This design comes from an exercise in tuning for small area on the open sky130 flow, not from production work. Only simulation tests tie the RTL to the original design; equivalence was not proved.

== P ==
==> flow/design.v <==
module datapath (datapath_in, vsel, asel, bsel, loada, loadb, loadc, loads,
                 writenum, write, readnum, clk, ALUop, shift, datapath_out, status);
  input  [15:0] datapath_in;
  input  [0:0]  vsel, asel, bsel, loada, loadb, loadc, loads;
  input  [2:0]  writenum;
  input  [0:0]  write;
  input  [2:0]  readnum;
  input  [0:0]  clk;
  input  [1:0]  ALUop;
  input  [1:0]  shift;
  output [15:0] datapath_out;
  output [0:0]  status;
  reg [15:0] R0, R1, R2, R3, R4, R5, R6, R7, A, B, C;
  reg        S;
  assign datapath_out = C;
  assign status = S;
  wire [7:0]  we, rs;
  wire [15:0] data_in;
  wire [15:0] rf, bb, alu, p, g;
  wire [16:0] cy;
  wire        zero;
  wire        t0, t1, t2, t03, nbi, sub, andop;
  wire [2:0] wn, rn;
  genvar k;
  generate
    for (k = 0; k < 3; k = k + 1) begin : dinv
      dp_inv iw (.a(writenum[k]), .y(wn[k]));
      dp_inv ir (.a(readnum[k]), .y(rn[k]));
    end
    for (k = 0; k < 8; k = k + 1) begin : dec
      dp_and4 dw (.a(write[0]), .b(k & 4 ? writenum[2] : wn[2]), .c(k & 2 ? writenum[1] : wn[1]),
                  .d(k & 1 ? writenum[0] : wn[0]), .y(we[k]));
      dp_and3 dr (.a(k & 4 ? readnum[2] : rn[2]), .b(k & 2 ? readnum[1] : rn[1]),
                  .c(k & 1 ? readnum[0] : rn[0]), .y(rs[k]));
    end
  endgenerate
  dp_ctl  ctl  (.ALUop(ALUop), .bsel(bsel[0]), .shift(shift), .t0(t0), .t1(t1),
                .t2(t2), .t03(t03), .nbi(nbi), .sub(sub), .andop(andop));
  always @(posedge clk) begin
    if (we[0]) R0 <= data_in;
    if (we[1]) R1 <= data_in;
    if (we[2]) R2 <= data_in;
    if (we[3]) R3 <= data_in;
    if (we[4]) R4 <= data_in;
    if (we[5]) R5 <= data_in;
    if (we[6]) R6 <= data_in;
    if (we[7]) R7 <= data_in;
    if (loada) A <= rf;
    if (loadb) B <= rf;
    if (loadc) C <= alu;
    if (loads) S <= zero;
  end
  assign cy[0] = sub;
  genvar i;
  generate
    for (i = 0; i < 16; i = i + 1) begin : sl
      wire dn;
      dp_mux2i dm (.a0(C[i]), .a1(datapath_in[i]), .s(vsel[0]), .y(dn));
      dp_inv   di (.a(dn), .y(data_in[i]));
      wire y1, y2;
      dp_aoi222 ra (.a1(rs[0]), .a2(R0[i]), .b1(rs[1]), .b2(R1[i]), .c1(rs[2]), .c2(R2[i]), .y(y1));
      dp_aoi222 rb (.a1(rs[3]), .a2(R3[i]), .b1(rs[4]), .b2(R4[i]), .c1(rs[5]), .c2(R5[i]), .y(y2));
      dp_rdtail rc (.y1(y1), .y2(y2), .a1(rs[6]), .a2(R6[i]), .b1(rs[7]), .b2(R7[i]), .y(rf[i]));
      if (i == 0) begin : b0
        wire ns;
        dp_aoi22 sa (.a1(t0), .a2(B[0]), .b1(t2), .b2(B[1]), .y(ns));
        dp_immx  sb (.ns(ns), .nbi(nbi), .d(datapath_in[0]), .sub(sub), .bb(bb[0]));
      end else if (i < 5) begin : imm
        wire ns;
        dp_aoi222 sa (.a1(t0), .a2(B[i]), .b1(t1), .b2(B[i-1]), .c1(t2), .c2(B[i+1]), .y(ns));
        dp_immx   sb (.ns(ns), .nbi(nbi), .d(datapath_in[i]), .sub(sub), .bb(bb[i]));
      end else if (i < 15) begin : mid
        dp_opb ob (.t0(t0), .t1(t1), .t2(t2), .b(B[i]), .bl(B[i-1]), .br(B[i+1]),
                   .sub(sub), .bb(bb[i]));
      end else begin : hi
        dp_opb15 ob (.t03(t03), .t1(t1), .b(B[15]), .bl(B[14]), .sub(sub), .bb(bb[15]));
      end
      wire xn;
      dp_nand2 an (.a(asel[0]), .b(A[i]), .y(xn));
      dp_xor2  pp (.a(xn), .b(bb[i]), .y(p[i]));
      dp_nand3 gg (.a(asel[0]), .b(A[i]), .c(bb[i]), .y(g[i]));
      if (i % 2 == 1) begin : grp
        wire y1;
        if ((i / 2) % 2 == 0) begin : ev
          dp_res_c  r0 (.pn(p[i-1]), .c(cy[i-1]), .gn(g[i-1]), .andop(andop), .r(alu[i-1]));
          dp_hi_c   h1 (.pn0(p[i-1]), .gn0(g[i-1]), .c(cy[i-1]), .pn1(p[i]), .y(y1));
          if (i < 15) begin : nx
            wire pg, gg2;
            dp_gp_t  gp (.pn0(p[i-1]), .gn0(g[i-1]), .pn1(p[i]), .gn1(g[i]), .p(pg), .g(gg2));
            dp_cy_t  cc (.p(pg), .g(gg2), .c(cy[i-1]), .con(cy[i+1]));
          end
        end else begin : od
          dp_res_cn r0 (.pn(p[i-1]), .cn(cy[i-1]), .gn(g[i-1]), .andop(andop), .r(alu[i-1]));
          dp_hi_cn  h1 (.pn0(p[i-1]), .gn0(g[i-1]), .cn(cy[i-1]), .pn1(p[i]), .y(y1));
          if (i < 15) begin : nx
            wire pgn, ggn;
            dp_gp_n  gp (.pn0(p[i-1]), .gn0(g[i-1]), .pn1(p[i]), .gn1(g[i]), .pn(pgn), .gn(ggn));
            dp_cy_n  cc (.pn(pgn), .gn(ggn), .cn(cy[i-1]), .co(cy[i+1]));
          end
        end
        dp_mux2i m1 (.a0(y1), .a1(g[i]), .s(andop), .y(alu[i]));
      end
    end
  endgenerate
  wire [7:0] zp;
  wire [1:0] zq;
  generate
    for (k = 0; k < 8; k = k + 1) begin : zt
      dp_nor2 z0 (.a(alu[2*k]), .b(alu[2*k+1]), .y(zp[k]));
    end
  endgenerate
  dp_nand4 z1 (.a(zp[0]), .b(zp[1]), .c(zp[2]), .d(zp[3]), .y(zq[0]));
  dp_nand4 z2 (.a(zp[4]), .b(zp[5]), .c(zp[6]), .d(zp[7]), .y(zq[1]));
  dp_nor2  z3 (.a(zq[0]), .b(zq[1]), .y(zero));
endmodule
module dp_ctl (input [1:0] ALUop, input bsel, input [1:0] shift,
               output t0, t1, t2, t03, nbi, sub, andop);
  wire pass = ALUop[1] & ALUop[0];
  wire e = bsel & ~pass;
  assign t0 = e & ~shift[1] & ~shift[0];
  assign t1 = e & ~shift[1] & shift[0];
  assign t2 = e & shift[1];
  assign t03 = e & ~(shift[1] ^ shift[0]);
  assign nbi = ~bsel & ~pass;
  assign sub = ~ALUop[1] & ALUop[0];
  assign andop = ALUop[1] & ~ALUop[0];
endmodule
module dp_aoi222 (input a1, a2, b1, b2, c1, c2, output y);
  assign y = ~((a1 & a2) | (b1 & b2) | (c1 & c2));
endmodule
module dp_aoi22 (input a1, a2, b1, b2, output y);
  assign y = ~((a1 & a2) | (b1 & b2));
endmodule
module dp_rdtail (input y1, y2, a1, a2, b1, b2, output y);
  assign y = ~(y1 & y2 & ~((a1 & a2) | (b1 & b2)));
endmodule
module dp_immx (input ns, nbi, d, sub, output bb);
  wire nbin = ns & ~(nbi & d);
  assign bb = ~(nbin ^ sub);
endmodule
module dp_opb (input t0, t1, t2, b, bl, br, sub, output bb);
  wire nbin = ~((t0 & b) | (t1 & bl) | (t2 & br));
  assign bb = ~(nbin ^ sub);
endmodule
module dp_opb15 (input t03, t1, b, bl, sub, output bb);
  wire nbin = ~((t03 & b) | (t1 & bl));
  assign bb = ~(nbin ^ sub);
endmodule
module dp_nand2 (input a, b, output y);
  assign y = ~(a & b);
endmodule
module dp_nand3 (input a, b, c, output y);
  assign y = ~(a & b & c);
endmodule
module dp_and3 (input a, b, c, output y);
  assign y = a & b & c;
endmodule
module dp_xor2 (input a, b, output y);
  assign y = a ^ b;
endmodule
module dp_xnor2 (input a, b, output y);
  assign y = ~(a ^ b);
endmodule
module dp_inv (input a, output y);
  assign y = ~a;
endmodule
module dp_and4 (input a, b, c, d, output y);
  assign y = a & b & c & d;
endmodule
module dp_mux2i (input a0, a1, s, output y);
  assign y = ~(s ? a1 : a0);
endmodule
module dp_nor2 (input a, b, output y);
  assign y = ~(a | b);
endmodule
module dp_res_c (input pn, c, gn, andop, output r);
  assign r = andop ? ~gn : ~(pn ^ c);
endmodule
module dp_res_cn (input pn, cn, gn, andop, output r);
  assign r = andop ? ~gn : (pn ^ cn);
endmodule
module dp_hi_c (input pn0, gn0, c, pn1, output y);
  wire c1 = ~gn0 | (~pn0 & c);
  assign y = pn1 ^ c1;
endmodule
module dp_hi_cn (input pn0, gn0, cn, pn1, output y);
  wire c1 = ~gn0 | (~pn0 & ~cn);
  assign y = pn1 ^ c1;
endmodule
module dp_gp_t (input pn0, gn0, pn1, gn1, output p, g);
  assign p = ~(pn0 | pn1);
  assign g = ~((pn1 | gn0) & gn1);
endmodule
module dp_gp_n (input pn0, gn0, pn1, gn1, output pn, gn);
  assign pn = pn0 | pn1;
  assign gn = (pn1 | gn0) & gn1;
endmodule
module dp_cy_t (input p, g, c, output con);
  assign con = ~(g | (p & c));
endmodule
module dp_cy_n (input pn, gn, cn, output co);
  assign co = ~((pn | cn) & gn);
endmodule
module dp_nand4 (input a, b, c, d, output y);
  assign y = ~(a & b & c & d);
endmodule
clock: 5.0 ns
lec_check: 0
cap_margin: 0
core_margin: 2
core_utilization: 60
cts_buf_list: sky130_fd_sc_hd__clkbuf_8
gpl_timing_driven: 0
slew_margin: 0
synth_hierarchical: 1
tns_end_percent: 0
run.sh (not shown) runs the stock make flow with config.mk's settings and CLKGATE_MAP_FILE= SYNTH_SCRIPT=/design/flow/synth_recipe.tcl, a recipe that flattens the netlist after the stock synthesis.
Inputs modified between P and Q:
--- a/flow/design.v
+++ b/flow/design.v
@@ -20,6 +20,9 @@
   wire [16:0] cy;
   wire        zero;
-  wire        t0, t1, t2, t03, nbi, sub, andop;
+  wire        t0, t1, t2, t3, nbi, sub, andop;
   wire [2:0] wn, rn;
+  wire [1:0] wh;      
+  dp_and2 wh0 (.a(write[0]), .b(wn[2]), .y(wh[0]));
+  dp_and2 wh1 (.a(write[0]), .b(writenum[2]), .y(wh[1]));
   genvar k;
   generate
@@ -29,6 +32,6 @@
     end
     for (k = 0; k < 8; k = k + 1) begin : dec
-      dp_and4 dw (.a(write[0]), .b(k & 4 ? writenum[2] : wn[2]), .c(k & 2 ? writenum[1] : wn[1]),
-                  .d(k & 1 ? writenum[0] : wn[0]), .y(we[k]));
+      dp_and3 dw (.a(wh[k >> 2]), .b(k & 2 ? writenum[1] : wn[1]),
+                  .c(k & 1 ? writenum[0] : wn[0]), .y(we[k]));
       dp_and3 dr (.a(k & 4 ? readnum[2] : rn[2]), .b(k & 2 ? readnum[1] : rn[1]),
                   .c(k & 1 ? readnum[0] : rn[0]), .y(rs[k]));
@@ -36,5 +39,5 @@
   endgenerate
   dp_ctl  ctl  (.ALUop(ALUop), .bsel(bsel[0]), .shift(shift), .t0(t0), .t1(t1),
-                .t2(t2), .t03(t03), .nbi(nbi), .sub(sub), .andop(andop));
+                .t2(t2), .t3(t3), .nbi(nbi), .sub(sub), .andop(andop));
   always @(posedge clk) begin
     if (we[0]) R0 <= data_in;
@@ -63,16 +66,18 @@
       dp_rdtail rc (.y1(y1), .y2(y2), .a1(rs[6]), .a2(R6[i]), .b1(rs[7]), .b2(R7[i]), .y(rf[i]));
       if (i == 0) begin : b0
-        wire ns;
-        dp_aoi22 sa (.a1(t0), .a2(B[0]), .b1(t2), .b2(B[1]), .y(ns));
-        dp_immx  sb (.ns(ns), .nbi(nbi), .d(datapath_in[0]), .sub(sub), .bb(bb[0]));
+        dp_opb ob (.t0(t0), .t1(nbi), .t2(t2), .b(B[0]), .bl(datapath_in[0]), .br(B[1]),
+                   .sub(sub), .bb(bb[0]));
       end else if (i < 5) begin : imm
         wire ns;
         dp_aoi222 sa (.a1(t0), .a2(B[i]), .b1(t1), .b2(B[i-1]), .c1(t2), .c2(B[i+1]), .y(ns));
-        dp_immx   sb (.ns(ns), .nbi(nbi), .d(datapath_in[i]), .sub(sub), .bb(bb[i]));
+        wire nd;
+        dp_nand2  sd (.a(nbi), .b(datapath_in[i]), .y(nd));
+        dp_immx   sb (.ns(ns), .nd(nd), .sub(sub), .bb(bb[i]));
       end else if (i < 15) begin : mid
         dp_opb ob (.t0(t0), .t1(t1), .t2(t2), .b(B[i]), .bl(B[i-1]), .br(B[i+1]),
                    .sub(sub), .bb(bb[i]));
       end else begin : hi
-        dp_opb15 ob (.t03(t03), .t1(t1), .b(B[15]), .bl(B[14]), .sub(sub), .bb(bb[15]));
+        dp_opb ob (.t0(t0), .t1(t1), .t2(t3), .b(B[15]), .bl(B[14]), .br(B[15]),
+                   .sub(sub), .bb(bb[15]));
       end
       wire xn;
@@ -103,17 +108,8 @@
     end
   endgenerate
-  wire [7:0] zp;
-  wire [1:0] zq;
-  generate
-    for (k = 0; k < 8; k = k + 1) begin : zt
-      dp_nor2 z0 (.a(alu[2*k]), .b(alu[2*k+1]), .y(zp[k]));
-    end
-  endgenerate
-  dp_nand4 z1 (.a(zp[0]), .b(zp[1]), .c(zp[2]), .d(zp[3]), .y(zq[0]));
-  dp_nand4 z2 (.a(zp[4]), .b(zp[5]), .c(zp[6]), .d(zp[7]), .y(zq[1]));
-  dp_nor2  z3 (.a(zq[0]), .b(zq[1]), .y(zero));
+  dp_zero zr (.r(alu), .zero(zero));
 endmodule
 module dp_ctl (input [1:0] ALUop, input bsel, input [1:0] shift,
-               output t0, t1, t2, t03, nbi, sub, andop);
+               output t0, t1, t2, t3, nbi, sub, andop);
   wire pass = ALUop[1] & ALUop[0];
   wire e = bsel & ~pass;
@@ -121,5 +117,5 @@
   assign t1 = e & ~shift[1] & shift[0];
   assign t2 = e & shift[1];
-  assign t03 = e & ~(shift[1] ^ shift[0]);
+  assign t3 = e & shift[1] & shift[0];
   assign nbi = ~bsel & ~pass;
   assign sub = ~ALUop[1] & ALUop[0];
@@ -129,20 +125,12 @@
   assign y = ~((a1 & a2) | (b1 & b2) | (c1 & c2));
 endmodule
-module dp_aoi22 (input a1, a2, b1, b2, output y);
-  assign y = ~((a1 & a2) | (b1 & b2));
-endmodule
 module dp_rdtail (input y1, y2, a1, a2, b1, b2, output y);
   assign y = ~(y1 & y2 & ~((a1 & a2) | (b1 & b2)));
 endmodule
-module dp_immx (input ns, nbi, d, sub, output bb);
-  wire nbin = ns & ~(nbi & d);
-  assign bb = ~(nbin ^ sub);
+module dp_immx (input ns, nd, sub, output bb);
+  assign bb = ~((ns & nd) ^ sub);
 endmodule
 module dp_opb (input t0, t1, t2, b, bl, br, sub, output bb);
   wire nbin = ~((t0 & b) | (t1 & bl) | (t2 & br));
-  assign bb = ~(nbin ^ sub);
-endmodule
-module dp_opb15 (input t03, t1, b, bl, sub, output bb);
-  wire nbin = ~((t03 & b) | (t1 & bl));
   assign bb = ~(nbin ^ sub);
 endmodule
@@ -165,6 +153,6 @@
   assign y = ~a;
 endmodule
-module dp_and4 (input a, b, c, d, output y);
-  assign y = a & b & c & d;
+module dp_and2 (input a, b, output y);
+  assign y = a & b;
 endmodule
 module dp_mux2i (input a0, a1, s, output y);
@@ -202,5 +190,5 @@
   assign co = ~((pn | cn) & gn);
 endmodule
-module dp_nand4 (input a, b, c, d, output y);
-  assign y = ~(a & b & c & d);
+module dp_zero (input [15:0] r, output zero);
+  assign zero = ~|r;
 endmodule
Results
Per the comparison of Q with P, final cell count lost 4.5%; die area lost about 0.7%.
Q vs P: area fraction of clock buffers and clock inverters down
Compared with P, Q shows data arrival time of the critical path lower by 0.14 ns.
Delay of the slowest critical-path stage essentially unchanged between Q and P.
Q ended up with a lower post-synth design cell area than P did.
Higher setup slack of the critical path after layout was reported by Q, not P.
